This is an optimization exercise on Yosys and OpenROAD, whose aim is small area, a short achievable clock period and few clock cycles, not a production implementation. RTL that was checked went through simulation tests only; none was proved equivalent to the original.

## job 101
## drygascon128
module drygascon128(
    input wire clk,
    input wire clk_en,
    input wire rst,
    input wire [31:0] din,
    input wire [3:0] ds,
    input wire wr_i,
    input wire wr_c,
    input wire wr_x,
    input wire [3:0] rounds,
    input wire start,
    input wire rd_r,
    input wire rd_c,
    output reg [31:0] dout,
    output reg idle
    );
Size in the first run: ~5000 cells after synthesis, about 610 flip-flops.
==> module gascon5_round, before the edit <==
module gascon5_round(
    input wire [320-1:0] din,
    input wire [4-1:0] round,
    output wire [320-1:0] out
    );
wire [63:0] a0 = din[0*64+:64] ^ din[4*64+:64];
wire [63:0] a1 = din[1*64+:64];
wire [63:0] a2 = din[2*64+:64] ^ din[1*64+:64] ^ {56'd0, ~round, round};
wire [63:0] a3 = din[3*64+:64];
wire [63:0] a4 = din[4*64+:64] ^ din[3*64+:64];
wire [63:0] b0 = a0 ^ (~a1 & a2);
wire [63:0] b1 = a1 ^ (~a2 & a3);
wire [63:0] b2 = a2 ^ (~a3 & a4);
wire [63:0] b3 = a3 ^ (~a4 & a0);
wire [63:0] b4 = a4 ^ (~a0 & a1);
wire [63:0] s0 = b0 ^ b4;
wire [63:0] s1 = b1 ^ b0;
wire [63:0] s2 = ~b2;
wire [63:0] s3 = b3 ^ b2;
wire [63:0] s4 = b4;
function [63:0] birotr;
    input [63:0] v;
    input integer s;
    reg [31:0] i0, i1;
    integer s2, s3;
    begin
        i0 = v[31:0];
        i1 = v[63:32];
        s2 = s / 2;
        s3 = (s2 + 1) % 32;
        if (s % 2 == 1)
            birotr = {(i0 >> s3) | (i0 << ((32 - s3) % 32)), (i1 >> s2) | (i1 << ((32 - s2) % 32))};
        else
            birotr = {(i1 >> s2) | (i1 << ((32 - s2) % 32)), (i0 >> s2) | (i0 << ((32 - s2) % 32))};
    end
endfunction
assign out[0*64+:64] = s0 ^ birotr(s0, 19) ^ birotr(s0, 28);
assign out[1*64+:64] = s1 ^ birotr(s1, 61) ^ birotr(s1, 38);
assign out[2*64+:64] = s2 ^ birotr(s2,  1) ^ birotr(s2,  6);
assign out[3*64+:64] = s3 ^ birotr(s3, 10) ^ birotr(s3, 17);
assign out[4*64+:64] = s4 ^ birotr(s4,  7) ^ birotr(s4, 40);
endmodule
==> module drygascon128, before the edit <==
module drygascon128(
    input wire clk,
    input wire clk_en,
    input wire rst,
    input wire [31:0] din,
    input wire [3:0] ds,
    input wire wr_i,
    input wire wr_c,
    input wire wr_x,
    input wire [3:0] rounds,
    input wire start,
    input wire rd_r,
    input wire rd_c,
    output reg [31:0] dout,
    output reg idle
    );
reg [319:0] c;
reg [127:0] x;
reg [127:0] r;
reg mx;         
reg [3:0] cnt;  
wire last_mix = (cnt == 4'd13);
wire mw_en = mx & ~last_mix & (~idle | start);  
wire [9:0] d = r[9:0];
wire [319:0] mw;
genvar k;
generate for (k = 0; k < 5; k = k + 1) begin : g_mix
    assign mw[64*k+:32] = mw_en ? x[d[2*k+:2]*32+:32] : 32'd0;
    assign mw[64*k+32+:32] = 32'd0;
end endgenerate
wire [319:0] core_out;
gascon5_round u_round(.din(c), .round(mx ? 4'd0 : cnt), .out(core_out));
wire [127:0] acc = core_out[127:0] ^ {core_out[159:128], core_out[255:160]};
wire go = ~idle | (start & ~mx);    
wire keep = ~idle & ~mx;            
always @(posedge clk) begin
    if (clk_en) begin
        if (go | wr_c | rd_c | start)
            c <= (go ? core_out : (wr_c | rd_c) ? {wr_c ? din : c[31:0], c[319:32]} : c) ^ mw;
        if (wr_x)
            x <= {din, x[127:32]};
        if (go | start) begin
            if (mx & ~last_mix)
                r <= {idle ? {6'd0, ds} : 10'd0, r[127:10]};
            else
                r <= (keep ? r : 128'd0) ^ acc;
        end else if (wr_i | rd_r)
            r <= {wr_i ? din : r[31:0], r[127:32]};
        dout <= rd_c ? c[31:0] : r[31:0];
    end
end
always @(posedge clk) begin
    if (clk_en) begin
        if (rst) begin
            idle <= 1'b1;
            mx <= 1'b0;
            cnt <= 4'd0;
        end else if (idle) begin
            if (wr_i)
                mx <= 1'b1;
            if (start && (mx || rounds != 4'd1)) begin
                idle <= 1'b0;
                cnt <= mx ? 4'd0 : 4'd1;
            end
        end else if (mx) begin
            if (last_mix) begin
                mx <= 1'b0;
                cnt <= 4'd1;
            end else
                cnt <= cnt + 4'd1;
        end else if (cnt == rounds - 4'd1) begin
            idle <= 1'b1;
            cnt <= 4'd0;
        end else
            cnt <= cnt + 4'd1;
    end
end
endmodule
clock: 7.5 ns
lec_check: 0
cap_margin: 20
core_margin: 2
core_utilization: 40
setup_slack_margin: 4.5
slew_margin: 20
standard.sh (not shown) runs the stock make flow with config.mk's settings and CLKGATE_MAP_FILE= SYNTH_SCRIPT=/design/flow/synth_recipe.tcl, a recipe that flattens the netlist after the stock synthesis.
==> flow/flow/run.sh <==
#!/bin/bash
# The standard layout (standard.sh: the ORFS flow with its standard synthesis), with
# plain buffers (buf_4) on the ports instead of the delay cells buffer_ports picks, and with
# the resizer free to change a cell's footprint when it sizes it.
set -euo pipefail
bash standard.sh 'BUFFER_PORTS_ARGS=-buffer_cell sky130_fd_sc_hd__buf_4' MATCH_CELL_FOOTPRINT=0 finish > make_finish.log 2>&1
Testbench counts of job 101, summed over its fixed seeds: cycles 61,126.
Input changes introduced in job 102 (baseline for comparison: job 101):
-- flow/design.v --
<<< job 101, line 4
    input wire [320-1:0] din,
    input wire [4-1:0] round,
    output wire [320-1:0] out
    );
wire [63:0] a0 = din[0*64+:64] ^ din[4*64+:64];
>>> job 102, line 4
    input wire [320-1:0] din,
    input wire [4-1:0] round,
    output wire [320-1:0] out,
    output wire [320-1:0] sbox
    );
wire [63:0] a0 = din[0*64+:64] ^ din[4*64+:64];
<<< job 101, line 37
    end
endfunction
assign out[0*64+:64] = s0 ^ birotr(s0, 19) ^ birotr(s0, 28);
assign out[1*64+:64] = s1 ^ birotr(s1, 61) ^ birotr(s1, 38);
>>> job 102, line 38
    end
endfunction
assign sbox = {s4, s3, s2, s1, s0};
assign out[0*64+:64] = s0 ^ birotr(s0, 19) ^ birotr(s0, 28);
assign out[1*64+:64] = s1 ^ birotr(s1, 61) ^ birotr(s1, 38);
<<< job 101, line 74
end endgenerate
wire [319:0] core_out;
gascon5_round u_round(.din(c), .round(mx ? 4'd0 : cnt), .out(core_out));
wire [127:0] acc = core_out[127:0] ^ {core_out[159:128], core_out[255:160]};
wire go = ~idle | (start & ~mx);    
wire keep = ~idle & ~mx;            
always @(posedge clk) begin
    if (clk_en) begin
        if (go | wr_c | rd_c | start)
            c <= (go ? core_out : (wr_c | rd_c) ? {wr_c ? din : c[31:0], c[319:32]} : c) ^ mw;
        if (wr_x)
            x <= {din, x[127:32]};
        if (go | start) begin
            if (mx & ~last_mix)
                r <= {idle ? {6'd0, ds} : 10'd0, r[127:10]};
            else
                r <= (keep ? r : 128'd0) ^ acc;
        end else if (wr_i | rd_r)
            r <= {wr_i ? din : r[31:0], r[127:32]};
        dout <= rd_c ? c[31:0] : r[31:0];
    end
>>> job 102, line 76
end endgenerate
wire [319:0] core_out;
wire [319:0] sb;
gascon5_round u_round(.din(c), .round(mx ? 4'd0 : cnt), .out(core_out), .sbox(sb));
function [63:0] birotr;
    input [63:0] v;
    input integer s;
    reg [31:0] i0, i1;
    integer s2, s3;
    begin
        i0 = v[31:0];
        i1 = v[63:32];
        s2 = s / 2;
        s3 = (s2 + 1) % 32;
        if (s % 2 == 1)
            birotr = {(i0 >> s3) | (i0 << ((32 - s3) % 32)), (i1 >> s2) | (i1 << ((32 - s2) % 32))};
        else
            birotr = {(i1 >> s2) | (i1 << ((32 - s2) % 32)), (i0 >> s2) | (i0 << ((32 - s2) % 32))};
    end
endfunction
wire keep = ~idle & ~mx;            
wire [127:0] rk = keep ? r : 128'd0;
wire [63:0] s2r1 = birotr(sb[128+:64], 1);
wire [63:0] s2r6 = birotr(sb[128+:64], 6);
wire [63:0] s3r10 = birotr(sb[192+:64], 10);
wire [63:0] s3r17 = birotr(sb[192+:64], 17);
wire [127:0] pa = {sb[128+:32] ^ s2r1[0+:32], sb[192+:64] ^ s3r10, sb[160+:32] ^ s2r1[32+:32]};
wire [127:0] pb = {s2r6[0+:32], s3r17, s2r6[32+:32]};
wire [127:0] acc_next = core_out[127:0] ^ (pa ^ (pb ^ rk));
always @(posedge clk) begin
    if (clk_en) begin
        if (~idle | start | wr_c | rd_c)
            c <= ((idle & (wr_c | rd_c)) ? {wr_c ? din : c[31:0], c[319:32]} : (idle & mx) ? c : core_out) ^ mw;
        if (wr_x)
            x <= {din, x[127:32]};
        if (~idle | start | wr_i | rd_r) begin
            if (idle & (wr_i | rd_r))
                r <= {wr_i ? din : r[31:0], r[127:32]};
            else if (mx & ~last_mix)
                r <= {idle ? {6'd0, ds} : 10'd0, r[127:10]};
            else
                r <= acc_next;
        end
        dout <= rd_c ? c[31:0] : r[31:0];
    end
[summary]
Result: PASS for each of job 102 and job 101. Of the two values seen for end of the critical path, c[223] was produced by job 101 and r[45] by job 102. In the reports for job 102 and job 101, the larger total detailed-routing wirelength belongs to job 101. Job 102 ended with more sequential fraction of total cell area than job 101. Comparing job 102 and job 101, the higher setup fix buffers added after clock tree synthesis was measured on job 102. Against job 101, job 102 reports a per-cell routed wire length that is higher. Hold slack in job 102 is 0.014 ns above job 101. Relative to job 101, the post-layout net count measured on job 102 has decreased by more than 10%. Going from job 101 to job 102, count of multi-input combinational gates lost 464, global-route wire length before repair lost about 4%. Compared with job 101, in job 102 actual slew at the worst max-slew pin went down; number of enable flip-flop cells after synthesis has remained practically unchanged.
The RTL of job 102 was laid out without a check of its function.

========
The RTL this note starts from:
==> flow/design.v <==
`timescale 1ns / 1ps
`default_nettype none
module gascon5_round(
    input wire [320-1:0] din,
    input wire [4-1:0] round,
    output wire [320-1:0] out
    );
wire [63:0] a0 = din[0*64+:64] ^ din[4*64+:64];
wire [63:0] a1 = din[1*64+:64];
wire [63:0] a2 = din[2*64+:64] ^ din[1*64+:64] ^ {56'd0, ~round, round};
wire [63:0] a3 = din[3*64+:64];
wire [63:0] a4 = din[4*64+:64] ^ din[3*64+:64];
wire [63:0] b0 = a0 ^ (~a1 & a2);
wire [63:0] b1 = a1 ^ (~a2 & a3);
wire [63:0] b2 = a2 ^ (~a3 & a4);
wire [63:0] b3 = a3 ^ (~a4 & a0);
wire [63:0] b4 = a4 ^ (~a0 & a1);
wire [63:0] s0 = b0 ^ b4;
wire [63:0] s1 = b1 ^ b0;
wire [63:0] s2 = ~b2;
wire [63:0] s3 = b3 ^ b2;
wire [63:0] s4 = b4;
function [63:0] birotr;
    input [63:0] v;
    input integer s;
    reg [31:0] i0, i1;
    integer s2, s3;
    begin
        i0 = v[31:0];
        i1 = v[63:32];
        s2 = s / 2;
        s3 = (s2 + 1) % 32;
        if (s % 2 == 1)
            birotr = {(i0 >> s3) | (i0 << ((32 - s3) % 32)), (i1 >> s2) | (i1 << ((32 - s2) % 32))};
        else
            birotr = {(i1 >> s2) | (i1 << ((32 - s2) % 32)), (i0 >> s2) | (i0 << ((32 - s2) % 32))};
    end
endfunction
assign out[0*64+:64] = s0 ^ birotr(s0, 19) ^ birotr(s0, 28);
assign out[1*64+:64] = s1 ^ birotr(s1, 61) ^ birotr(s1, 38);
assign out[2*64+:64] = s2 ^ birotr(s2,  1) ^ birotr(s2,  6);
assign out[3*64+:64] = s3 ^ birotr(s3, 10) ^ birotr(s3, 17);
assign out[4*64+:64] = s4 ^ birotr(s4,  7) ^ birotr(s4, 40);
endmodule
module drygascon128(
    input wire clk,
    input wire clk_en,
    input wire rst,
    input wire [31:0] din,
    input wire [3:0] ds,
    input wire wr_i,
    input wire wr_c,
    input wire wr_x,
    input wire [3:0] rounds,
    input wire start,
    input wire rd_r,
    input wire rd_c,
    output reg [31:0] dout,
    output reg idle
    );
reg [319:0] c;
reg [127:0] x;
reg [127:0] r;
reg mx;         
reg [3:0] cnt;  
wire last_mix = (cnt == 4'd13);
wire mw_en = mx & ~last_mix;        
wire [9:0] d = r[9:0];
wire [319:0] mw;
genvar k;
generate for (k = 0; k < 5; k = k + 1) begin : g_mix
    assign mw[64*k+:32] = mw_en ? x[d[2*k+:2]*32+:32] : 32'd0;
    assign mw[64*k+32+:32] = 32'd0;
end endgenerate
wire [319:0] core_out;
gascon5_round u_round(.din(c), .round(mx ? 4'd0 : cnt), .out(core_out));
wire [127:0] acc = core_out[127:0] ^ {core_out[159:128], core_out[255:160]};
wire go = ~idle | (start & ~mx);    
wire keep = ~idle & ~mx;            
always @(posedge clk) begin
    if (clk_en) begin
        if (go)
            c <= core_out ^ mw;
        else if (wr_c | rd_c)
            c <= {wr_c ? din : c[31:0], c[319:32]};
        else if (start)
            c <= c ^ mw;
        if (wr_x)
            x <= {din, x[127:32]};
        if (go | start) begin
            if (mw_en)
                r <= {idle ? {6'd0, ds} : 10'd0, r[127:10]};
            else
                r <= (keep ? r : 128'd0) ^ acc;
        end else if (wr_i | rd_r)
            r <= {wr_i ? din : r[31:0], r[127:32]};
        dout <= rd_c ? c[31:0] : r[31:0];
    end
end
always @(posedge clk) begin
    if (clk_en) begin
        if (rst) begin
            idle <= 1'b1;
            mx <= 1'b0;
            cnt <= 4'd0;
        end else if (idle) begin
            if (wr_i)
                mx <= 1'b1;
            if (start && (mx || rounds != 4'd1)) begin
                idle <= 1'b0;
                cnt <= mx ? 4'd0 : 4'd1;
            end
        end else if (mx) begin
            if (last_mix) begin
                mx <= 1'b0;
                cnt <= 4'd1;
            end else
                cnt <= cnt + 4'd1;
        end else if (cnt == rounds - 4'd1) begin
            idle <= 1'b1;
            cnt <= 4'd0;
        end else
            cnt <= cnt + 4'd1;
    end
end
endmodule
`default_nettype wire
clock: 7.5 ns
lec_check: 0
cap_margin: 20
core_margin: 2
core_utilization: 40
setup_slack_margin: 4.5
slew_margin: 20
run.sh (not shown) runs the stock make flow with config.mk's settings and CLKGATE_MAP_FILE= SYNTH_SCRIPT=/design/flow/synth_recipe.tcl, a recipe that flattens the netlist after the stock synthesis.
Stock flow here: none of the scripts above is used.
Testbench counts at the start, summed over its fixed seeds: cycles 61,126.
Next try:
--- a/flow/design.v
+++ b/flow/design.v
@@ -2,9 +2,10 @@
 `default_nettype none
 module gascon5_round(
     input wire [320-1:0] din,
     input wire [4-1:0] round,
-    output wire [320-1:0] out
+    output wire [320-1:0] out,
+    output wire [320-1:0] sbox
     );
 wire [63:0] a0 = din[0*64+:64] ^ din[4*64+:64];
 wire [63:0] a1 = din[1*64+:64];
 wire [63:0] a2 = din[2*64+:64] ^ din[1*64+:64] ^ {56'd0, ~round, round};
@@ -35,8 +36,9 @@
         else
             birotr = {(i1 >> s2) | (i1 << ((32 - s2) % 32)), (i0 >> s2) | (i0 << ((32 - s2) % 32))};
     end
 endfunction
+assign sbox = {s4, s3, s2, s1, s0};
 assign out[0*64+:64] = s0 ^ birotr(s0, 19) ^ birotr(s0, 28);
 assign out[1*64+:64] = s1 ^ birotr(s1, 61) ^ birotr(s1, 38);
 assign out[2*64+:64] = s2 ^ birotr(s2,  1) ^ birotr(s2,  6);
 assign out[3*64+:64] = s3 ^ birotr(s3, 10) ^ birotr(s3, 17);
@@ -63,38 +65,58 @@
 reg [127:0] r;
 reg mx;         
 reg [3:0] cnt;  
 wire last_mix = (cnt == 4'd13);
-wire mw_en = mx & ~last_mix;        
+wire mw_en = mx & ~last_mix & (~idle | start);  
 wire [9:0] d = r[9:0];
 wire [319:0] mw;
 genvar k;
 generate for (k = 0; k < 5; k = k + 1) begin : g_mix
     assign mw[64*k+:32] = mw_en ? x[d[2*k+:2]*32+:32] : 32'd0;
     assign mw[64*k+32+:32] = 32'd0;
 end endgenerate
 wire [319:0] core_out;
-gascon5_round u_round(.din(c), .round(mx ? 4'd0 : cnt), .out(core_out));
-wire [127:0] acc = core_out[127:0] ^ {core_out[159:128], core_out[255:160]};
-wire go = ~idle | (start & ~mx);    
+wire [319:0] sb;
+gascon5_round u_round(.din(c), .round(mx ? 4'd0 : cnt), .out(core_out), .sbox(sb));
+function [63:0] birotr;
+    input [63:0] v;
+    input integer s;
+    reg [31:0] i0, i1;
+    integer s2, s3;
+    begin
+        i0 = v[31:0];
+        i1 = v[63:32];
+        s2 = s / 2;
+        s3 = (s2 + 1) % 32;
+        if (s % 2 == 1)
+            birotr = {(i0 >> s3) | (i0 << ((32 - s3) % 32)), (i1 >> s2) | (i1 << ((32 - s2) % 32))};
+        else
+            birotr = {(i1 >> s2) | (i1 << ((32 - s2) % 32)), (i0 >> s2) | (i0 << ((32 - s2) % 32))};
+    end
+endfunction
 wire keep = ~idle & ~mx;            
+wire [127:0] rk = keep ? r : 128'd0;
+wire [63:0] s2r1 = birotr(sb[128+:64], 1);
+wire [63:0] s2r6 = birotr(sb[128+:64], 6);
+wire [63:0] s3r10 = birotr(sb[192+:64], 10);
+wire [63:0] s3r17 = birotr(sb[192+:64], 17);
+wire [127:0] pa = {sb[128+:32] ^ s2r1[0+:32], sb[192+:64] ^ s3r10, sb[160+:32] ^ s2r1[32+:32]};
+wire [127:0] pb = {s2r6[0+:32], s3r17, s2r6[32+:32]};
+wire [127:0] acc_next = core_out[127:0] ^ (pa ^ (pb ^ rk));
 always @(posedge clk) begin
     if (clk_en) begin
-        if (go)
-            c <= core_out ^ mw;
-        else if (wr_c | rd_c)
-            c <= {wr_c ? din : c[31:0], c[319:32]};
-        else if (start)
-            c <= c ^ mw;
+        if (~idle | start | wr_c | rd_c)
+            c <= ((idle & (wr_c | rd_c)) ? {wr_c ? din : c[31:0], c[319:32]} : (idle & mx) ? c : core_out) ^ mw;
         if (wr_x)
             x <= {din, x[127:32]};
-        if (go | start) begin
-            if (mw_en)
+        if (~idle | start | wr_i | rd_r) begin
+            if (idle & (wr_i | rd_r))
+                r <= {wr_i ? din : r[31:0], r[127:32]};
+            else if (mx & ~last_mix)
                 r <= {idle ? {6'd0, ds} : 10'd0, r[127:10]};
             else
-                r <= (keep ? r : 128'd0) ^ acc;
-        end else if (wr_i | rd_r)
-            r <= {wr_i ? din : r[31:0], r[127:32]};
+                r <= acc_next;
+        end
         dout <= rd_c ? c[31:0] : r[31:0];
     end
 end
 always @(posedge clk) begin
After rerunning: The new run finished clean; via count came out lower by 9.4%; register-to-register slack loses 60 ps; worst setup slack degrades by 51 ps; synthesized area came out lower by 4.8%; final area goes down by 4.0%; die area falls by 4.8%; wire length goes down by 3.5%.
Function not checked in the second run of this note: the RTL went through the layout flow alone.

## port drivers added, routing unchanged
Ports are ideal in the flow. The routed layouts listed here were re-timed in OpenROAD.
Step 1 assumes that a clkbuf_16 drives the clock port and a buf_2 every other input.
Step 2, shift: input delay + t, output delay - t, t = (earliest + latest rising clock arrival at the registers) / 2. This alone moves slack from input paths to output paths.
Slacks: ideal / step 1 / step 2; pairs: ideal / step 1.
run | t, ns | setup slack, ns | worst data-port slew with drivers (ns)
job 101 | 0.787 | 4.425 / 4.425 / 3.712 | 0.13
job 102 | 0.789 | 4.414 / 4.414 / 3.678 | 0.07
the first run of note 2 | 0.789 | 4.401 / 4.410 / 3.670 | 0.15
the second run of note 2 | 0.766 | 4.349 / 4.349 / 3.677 | 0.05
After both steps setup and hold are still met in every run listed. For job 102, which loses most, drivers alone change the setup slack by 0.000 ns; drivers and shift together by -0.736 ns.
